Context: an optimization exercise on an open-source flow, tuned for small area and few clock cycles per item. The choices shown serve that exercise and are no tape-out recipe. Function was checked by simulation only, so behaviour that the tests miss may differ from the original.

==> v38 <==
==> flow/design.v (excerpt) <==
module MyDesign (dut_run, dut_busy, reset_b, clk, dut_sram_write_address,
		 dut_sram_write_data, dut_sram_write_enable,
		 dut_sram_read_address,	sram_dut_read_data,
		 dut_wmem_read_address, wmem_dut_read_data);
export LEC_CHECK = 0
export CAP_MARGIN = 20
export CORE_MARGIN = 2
export CORE_UTILIZATION = 70
export SLEW_MARGIN = 20
create_clock -name core_clock -period 6.0 [get_ports {clk}]
run.sh (not shown) runs the stock make flow with config.mk's settings and CLKGATE_MAP_FILE= SYNTH_SCRIPT=/design/flow/synth_recipe.tcl, a recipe that flattens the netlist after the stock synthesis.
==> v16: changes against v38 <==
--- a/flow/config.mk
+++ b/flow/config.mk
@@ -8,4 +8,4 @@
 export CAP_MARGIN = 20
 export CORE_MARGIN = 2
-export CORE_UTILIZATION = 70
+export CORE_UTILIZATION = 40
 export SLEW_MARGIN = 20
==> comparison table <==
item	v38	v16
Clock buffer and inverter area fraction after layout	0.0448	0.0443
First-pass GRT wire length	51100 um	51800 um
Detail-routed via count per cell	6.31	5.51
Fraction of met3 tracks used by global routing	0.0593	0.0282
Final worst path period need	5830 ps	5820 ps
FF-to-FF End	acc[21]	acc[14]
Average detailed-routed wire length per instance	19.3 um	17.8 um
Pre-CTS setup slack	68.6 ps	-83.0 ps
Register-to-register setup slack	170 ps	180 ps
Largest net degree at the start of global routing	58	68
Required time at the worst-slack endpoint	6350 ps	6320 ps
Achievable clock frequency	172 MHz	172 MHz
Arr. time, crit path	6180 ps	6130 ps
Status	timing/DRC/antenna clean	timing/DRC/antenna clean
Fraction of standard cell area that is sequential	0.220	0.216
Placeable core area	16500 sq um	28900 sq um
Nets	1594	1604
Testbench counts of v38, summed over its fixed seeds: cycles 117,674, macs 306,944.
Testbench counts of v16, summed over its fixed seeds: cycles 117,674, macs 306,944.

========
==> inputs of branch delta <==
MyDesign, a different RTL version from the one above (not shown whole).
clock: 6.0 ns
lec_check: 0
cap_margin: 20
core_margin: 2
core_utilization: 40
gpl_timing_driven: 0
slew_margin: 20
synth_hierarchical: 1
synth_minimum_keep_size: 0
standard.sh (not shown) runs the stock make flow with config.mk's settings and CLKGATE_MAP_FILE= SYNTH_SCRIPT=/design/flow/synth_recipe.tcl, a recipe that flattens the netlist after the stock synthesis.
==> flow/flow/run.sh <==
#!/bin/bash
# Layout flow: the standard flow (standard.sh, all ORFS steps) with two
# changes: the port buffers that global placement puts on every input and
# output use the smallest buffer cell, and clock tree synthesis uses
# clkbuf_8 buffers and adds no dummy loads.
set -o pipefail
export BUFFER_PORTS_ARGS="-buffer_cell sky130_fd_sc_hd__buf_1"
export CTS_ARGS="-sink_clustering_enable -repair_clock_nets -buf_list sky130_fd_sc_hd__clkbuf_8 -dont_use_dummy_load"
bash standard.sh > standard.log 2>&1
==> branch tundra: changes against branch delta <==
==> flow/run.sh (new file) <==
#!/bin/bash
# synth_recipe.tcl (not shown) runs the flow's synth.tcl, then flattens the netlist and writes it again
# the make line also repeats each setting of config.mk as NAME=value (left out here)
make -C /OpenROAD-flow-scripts/flow DESIGN_CONFIG=/design/flow/config.mk WORK_HOME=/design/flow/orfs CLKGATE_MAP_FILE= SYNTH_SCRIPT=/design/flow/synth_recipe.tcl finish
CTS_BUF_LIST = sky130_fd_sc_hd__clkbuf_8   (was not set)
GPL_TIMING_DRIVEN = not set   (was 0)
removed: flow/flow/run.sh
removed: flow/standard.sh
==> branch raven: changes against branch delta <==
==> flow/flow/run.sh (replaced) <==
#!/bin/bash
# Layout flow: the standard flow (standard.sh, all ORFS steps), with the
# port buffers that global placement inserts on every input and output made
# from the smallest buffer cell instead of the default choice.
set -o pipefail
cp standard.sh standard.sh.txt
export BUFFER_PORTS_ARGS="-buffer_cell sky130_fd_sc_hd__buf_1"
bash standard.sh > standard.log 2>&1
GPL_TIMING_DRIVEN = not set   (was 0)
==> comparison <==
- Against branch delta, the register-to-register slack of branch tundra is higher by 0.11 ns.
- Utilization, lowest first: branch delta, branch raven, branch tundra.
- In synthesized cell count, branch tundra and branch raven do not differ.
- In branch delta the worst hold slack is higher than in branch tundra, by 0.040 ns.
- The highest sequential share of layout area belongs to branch delta, the lowest to branch tundra.
==> figures <==
metric                                                                              branch tundra             branch delta             branch raven
Status                                                                    complete, no violations  complete, no violations  complete, no violations
M2 GR Usage                                                                                0.3577                   0.3783                   0.3595
Placer Congestion                                                                          0.8929                   0.9126                   0.8921
GRT met1 Usage                                                                             0.2870                   0.2764                   0.2798
Share of the final layout cell area in multi-input gates                                   0.6118                   0.6374                   0.6284
Number of instances resized during post-cts repair                                              0                       16                        0
Number of violations reported at the end of detailed-routing iteration 0                      707                      700                      768
Repair and plain buffers                                                                      115                      161                      115
Avg Vias per Cell                                                                           5.552                    5.559                    5.586
Number of non-clock inverters                                                                  36                       37                       36
Critical Path Fanout Max                                                                       28                       10                       28
Total buffers and inverters traversed by the critical path                                      2                        4                        2
Testbench counts of branch delta, summed over its fixed seeds: cycles 117,674, macs 306,944.
Testbench counts of branch tundra, summed over its fixed seeds: cycles 117,674, macs 306,944.
Testbench counts of branch raven, summed over its fixed seeds: cycles 117,674, macs 306,944.

========
==> run X: inputs <==
MyDesign, a different RTL version from the one above (not shown whole).
Settings: LEC_CHECK=0, CAP_MARGIN=20, CORE_MARGIN=2, CORE_UTILIZATION=40, SLEW_MARGIN=20, SYNTH_HIERARCHICAL=1, SYNTH_MINIMUM_KEEP_SIZE=0; clock period 6.0 ns.
==> flow/flow/run.sh <==
#!/bin/bash
# Layout flow: the standard flow (standard.sh, all ORFS steps) with two
# changes: the port buffers that global placement puts on every input and
# output use the smallest buffer cell, and clock tree synthesis uses
# clkbuf_8 buffers, in clusters of up to 20 sinks, and adds no dummy loads.
set -o pipefail
export BUFFER_PORTS_ARGS="-buffer_cell sky130_fd_sc_hd__buf_1"
export CTS_ARGS="-sink_clustering_enable -repair_clock_nets -buf_list sky130_fd_sc_hd__clkbuf_8 -sink_clustering_size 20 -sink_clustering_max_diameter 100 -dont_use_dummy_load"
bash standard.sh > standard.log 2>&1
==> inputs of run D, as changes to run X <==
--- a/flow/design.v
+++ b/flow/design.v
@@ -5,27 +5,27 @@
 input clk;
 input signed [15:0] sram_dut_read_data, wmem_dut_read_data;
 input dut_run, reset_b;
 output signed [15:0] dut_sram_write_data;
 output [11:0] dut_sram_write_address;
 output dut_sram_write_enable;
 output [11:0] dut_sram_read_address, dut_wmem_read_address;
 output dut_busy;
-localparam [2:0] IDLE = 3'd0, HDR = 3'd1, SZ = 3'd2, PR = 3'd3, RUN = 3'd4;
+localparam [2:0] IDLE = 3'd0, HDR = 3'd1, SZ = 3'd2, PR = 3'd3, RUN = 3'd4,
+	RUN1 = 3'd5, RUN2 = 3'd6;
 reg [2:0] st;
 reg [11:0] xa, wa, xb, oa;
 reg [6:0] col;           
 reg [7:0] row;           
 reg [4:0] s8;            
 reg [1:0] ph;            
 reg x4, x8, w4, w8;      
-reg lc, l2, we, first_c, first_t;
+reg lc, l2, we;
 reg [15:0] xo_r, wo_r;
-reg [1:0] ph_c;
 reg [21:0] acc;
 wire [21:0] acc_next;
 wire [15:0] X = sram_dut_read_data;
 wire [15:0] Wd = wmem_dut_read_data;
 wire ix4 = (st == PR) ? X[2] : x4;
 wire ix8 = (st == PR) ? X[3] : x8;
 wire iw4 = (st == PR) ? Wd[2] : w4;
 wire iw8 = (st == PR) ? Wd[3] : w8;
@@ -33,94 +33,72 @@
 wire ib4 = ~ib8 & (ix4 | iw4);
 wire ixn = ib8 ? ~ix8 : (ib4 & ~ix4);   
 wire iwn = ib8 ? ~iw8 : (ib4 & ~iw4);
 wire ir4 = ib8 & ((~ix4 & ~ix8) | (~iw4 & ~iw8));  
 wire nlast = ~(ixn | iwn) | (ir4 ? (ph == 2'd3) : ph[0]);
 wire [6:0] lh = ib8 ? 7'd1 : ib4 ? 7'd2 : 7'd4;    
 wire row_end = (col == lh);
 wire layer_end = row_end & (row == 8'd1);
-wire stepping = (st == PR) | (st == RUN);
+wire stepping = (st == PR) | st[2];
 wire is_end = &X[7:0];
+wire clr = ~reset_b | ((st == SZ) & is_end);
+wire hdr_step = ((st == IDLE) & dut_run) | (st == HDR) | (st == SZ);
+wire rewind = stepping & row_end & ~layer_end;
+wire x_inc = hdr_step | (stepping & (~ixn | nlast));
+wire w_inc = hdr_step | (stepping & (~iwn | nlast));
+wire [11:0] xa1 = xa + {11'd0, x_inc};
 always @(posedge clk) begin
+	xa <= clr ? 12'd0 : rewind ? xb : xa1;
+	wa <= clr ? 12'd0 : wa + {11'd0, w_inc};
+	if (st == SZ)
+		xb <= xa1;
 	if (!reset_b) begin
 		st <= IDLE;
-		xa <= 12'd0;
-		wa <= 12'd0;
 		lc <= 1'b0;
 		l2 <= 1'b0;
 		we <= 1'b0;
 	end else begin
 		lc <= stepping & row_end;
 		l2 <= lc;
 		we <= l2;
 		case (st)
-		IDLE: if (dut_run) begin
-			st <= SZ;
-			xa <= xa + 12'd1;
-			wa <= wa + 12'd1;
-		end
-		HDR: begin
-			st <= SZ;
-			xa <= xa + 12'd1;
-			wa <= wa + 12'd1;
-		end
-		SZ: if (is_end) begin
-			st <= IDLE;
-			xa <= 12'd0;
-			wa <= 12'd0;
-		end else begin
-			st <= PR;
-			xa <= xa + 12'd1;
-			wa <= wa + 12'd1;
-		end
-		default: begin  
-			st <= layer_end ? HDR : RUN;
-			if (row_end & ~layer_end)
-				xa <= xb;
-			else if (~ixn | nlast)
-				xa <= xa + 12'd1;
-			if (~iwn | nlast)
-				wa <= wa + 12'd1;
-		end
+		IDLE: if (dut_run) st <= SZ;
+		HDR: st <= SZ;
+		SZ: st <= is_end ? IDLE : PR;
+		default: st <= layer_end ? HDR : (st == PR) ? RUN1 : (st == RUN1) ? RUN2 : RUN;
 		endcase
 	end
 end
 always @(posedge clk) begin
 	if (st == SZ) begin
 		s8 <= X[7:3];
 		row <= X[7:0];
 		col <= X[7:1];
 	end else begin
-		if (row_end) begin
-			col <= {s8, 2'b00};
-			row <= row - 8'd1;
-		end else
-			col <= col - lh;
+		row <= row - {7'd0, row_end};
+		col <= row_end ? {s8, 2'b00} : col - lh;
 	end
-	if (st == SZ)
-		xb <= xa + 12'd1;
 	if (st == PR) begin
 		x4 <= X[2];
 		x8 <= X[3];
 		w4 <= Wd[2];
 		w8 <= Wd[3];
 	end
 	ph <= stepping ? ph + 2'd1 : 2'd0;
-	ph_c <= ph;
-	first_c <= lc | (st == PR);
-	first_t <= first_c;
 	xo_r <= xo;
 	wo_r <= wo;
 	oa <= (st == IDLE) ? 12'd0 : oa + {11'd0, we};
 	acc <= acc_next;
 end
 wire m8 = x8 | w8;
 wire m4 = ~m8 & (x4 | w4);
 wire m2 = ~m8 & ~m4;
+wire [1:0] ph_c = ph - 2'd1;   
+wire first_t = we | (st == RUN2);
 wire [21:0] acc_in = first_t ? 22'd0 : acc;
 wire [15:0] xo, wo;
 mpnn_steer u_steer (.X(X), .Wd(Wd), .m8(m8), .m4(m4), .m2(m2), .x8(x8), .x4(x4),
 	.w8(w8), .w4(w4), .ph_c(ph_c), .xo(xo), .wo(wo));
   wire mo_82 = m8 | m2;
   wire mo_42 = m4 | m2;
   wire mo_84 = m8 | m4;
   wire pp_0_0_0 = (xo_r[0] & wo_r[0]) & m8;
@@ -527,19 +505,26 @@
   wire t261, t262;
   mpnn_ha u_t261 (.a(k_18), .b(acc_in[18]), .s(t261), .co(t262));
   wire t263, t264;
   mpnn_ha u_t263 (.a(k_19), .b(acc_in[19]), .s(t263), .co(t264));
   wire t265, t266;
   mpnn_ha u_t265 (.a(k_20), .b(acc_in[20]), .s(t265), .co(t266));
   wire t267, t268;
   mpnn_ha u_t267 (.a(k_21), .b(acc_in[21]), .s(t267), .co(t268));
-  wire [21:0] row_a = {t266, t264, t262, t260, t258, t256, t254, t252, t250, t248, t246, t244, t242, t240, t238, t236, t234, t232, t230, t228, t226, acc_in[0]};
-  wire [21:0] row_b = {t267, t265, t263, t261, t259, t257, t255, t253, t251, t249, t247, t245, t243, t241, t239, t237, t235, t233, t231, t229, t227, t225};
-  assign acc_next = row_a + row_b;
+  wire t269, t270;
+  mpnn_ha u_t269 (.a(acc_in[0]), .b(t225), .s(t269), .co(t270));
+  wire t271, t272;
+  mpnn_fa u_t271 (.a(t226), .b(t227), .c(t270), .s(t271), .co(t272));
+  wire t273, t274;
+  mpnn_fa u_t273 (.a(t228), .b(t229), .c(t272), .s(t273), .co(t274));
+  wire [21:0] row_a = {t266, t264, t262, t260, t258, t256, t254, t252, t250, t248, t246, t244, t242, t240, t238, t236, t234, t232, t230, t273, t271, t269};
+  wire [21:0] row_b = {t267, t265, t263, t261, t259, t257, t255, t253, t251, t249, t247, t245, t243, t241, t239, t237, t235, t233, t231, 1'b0, 1'b0, 1'b0};
+  assign acc_next[21:3] = row_a[21:3] + row_b[21:3] + {18'd0, t274};
+  assign acc_next[2:0] = row_a[2:0];
 assign dut_sram_read_address = xa;
 assign dut_wmem_read_address = wa;
 assign dut_sram_write_address = oa;
 assign dut_sram_write_enable = we;
 assign dut_sram_write_data = m8 ? acc[15:0] : m4 ? acc[19:4] : acc[21:6];
 assign dut_busy = (st != IDLE) | we;
 endmodule
 module mpnn_fa (a, b, c, s, co);
==> flow/flow/run.sh (replaced) <==
#!/bin/bash
# Layout flow: the standard flow (standard.sh, all ORFS steps) with these
# changes: synthesis maps adders with Yosys's own Brent-Kung carry logic
# instead of ORFS's Kogge-Stone map (SYNTH_OPERATIONS_ARGS set, so the
# -extra-map is not added); the port buffers that global placement puts on
# every input and output use the smallest buffer cell; clock tree synthesis
# uses clkbuf_8 buffers and adds no dummy loads.
set -o pipefail
export SYNTH_OPERATIONS_ARGS="-noshare"
export BUFFER_PORTS_ARGS="-buffer_cell sky130_fd_sc_hd__buf_1"
export CTS_ARGS="-sink_clustering_enable -repair_clock_nets -buf_list sky130_fd_sc_hd__clkbuf_8 -dont_use_dummy_load"
bash standard.sh > standard.log 2>&1
==> summary of the runs <==
- In run D the synthesized area is smaller than in run X, by about 6%.
- Of run X and run D, run D has the higher non-clock buffer count (gap 16).
- Against run D, the final cell count of run X is higher by 10%.
- In run X the maximum frequency is larger than in run D, by 1.9%.
- Against run D, the wire length of run X is larger by 8.7%.
- Against run X, the critical path depth of run D is lower by 1.
- Clock-buffer cell count is the same in run X and run D.
- Between run D and run X, the lower worst setup slack is in run D (gap 0.11 ns).
Testbench counts of run X, summed over its fixed seeds: cycles 117,674, macs 306,944.
Testbench counts of run D, summed over its fixed seeds: cycles 117,674, macs 306,944.

## port drivers added, routing unchanged
In the flow no input, the clock included, has a driving cell. The finished layouts below were timed again as built, in two steps.
Step 1: set_driving_cell puts a clkbuf_16 on clk and a buf_2 on each other input, an assumption about the parent block.
Step 2 moves the port delays by t, midway between the first and last clock arrival at a register: inputs arrive t later, outputs are due t later. That takes back most of the time a late clock gives input paths.
Three values: ideal, step 1, step 2; two values: the first two.
| run | t, ns | setup WS [ns] | worst setup path after step 2 | latest minus earliest clock arrival (ns) | slew at the worst register clock pin (ns) |
|---|---|---|---|---|---|
| v38 | 0.478 | 0.173 / 0.173 / 0.173 | register to register | 0.012 / 0.011 | 0.07 / 0.07 |
| v16 | 0.478 | 0.183 / 0.183 / 0.183 | register to register | 0.024 / 0.024 | 0.08 / 0.08 |
| branch delta | 0.473 | 0.184 / 0.184 / 0.184 | register to register | 0.057 / 0.057 | 0.11 / 0.11 |
| branch tundra | 0.490 | 0.293 / 0.293 / 0.293 | register to register | 0.027 / 0.026 | 0.09 / 0.09 |
| branch raven | 0.468 | 0.428 / 0.428 / 0.428 | register to register | 0.014 / 0.015 | 0.07 / 0.07 |
| run X | 0.476 | 0.295 / 0.295 / 0.295 | register to register | 0.039 / 0.039 | 0.10 / 0.10 |
| run D | 0.480 | 0.187 / 0.187 / 0.187 | register to register | 0.040 / 0.040 | 0.10 / 0.10 |
After both steps setup and hold are still met in every run listed.
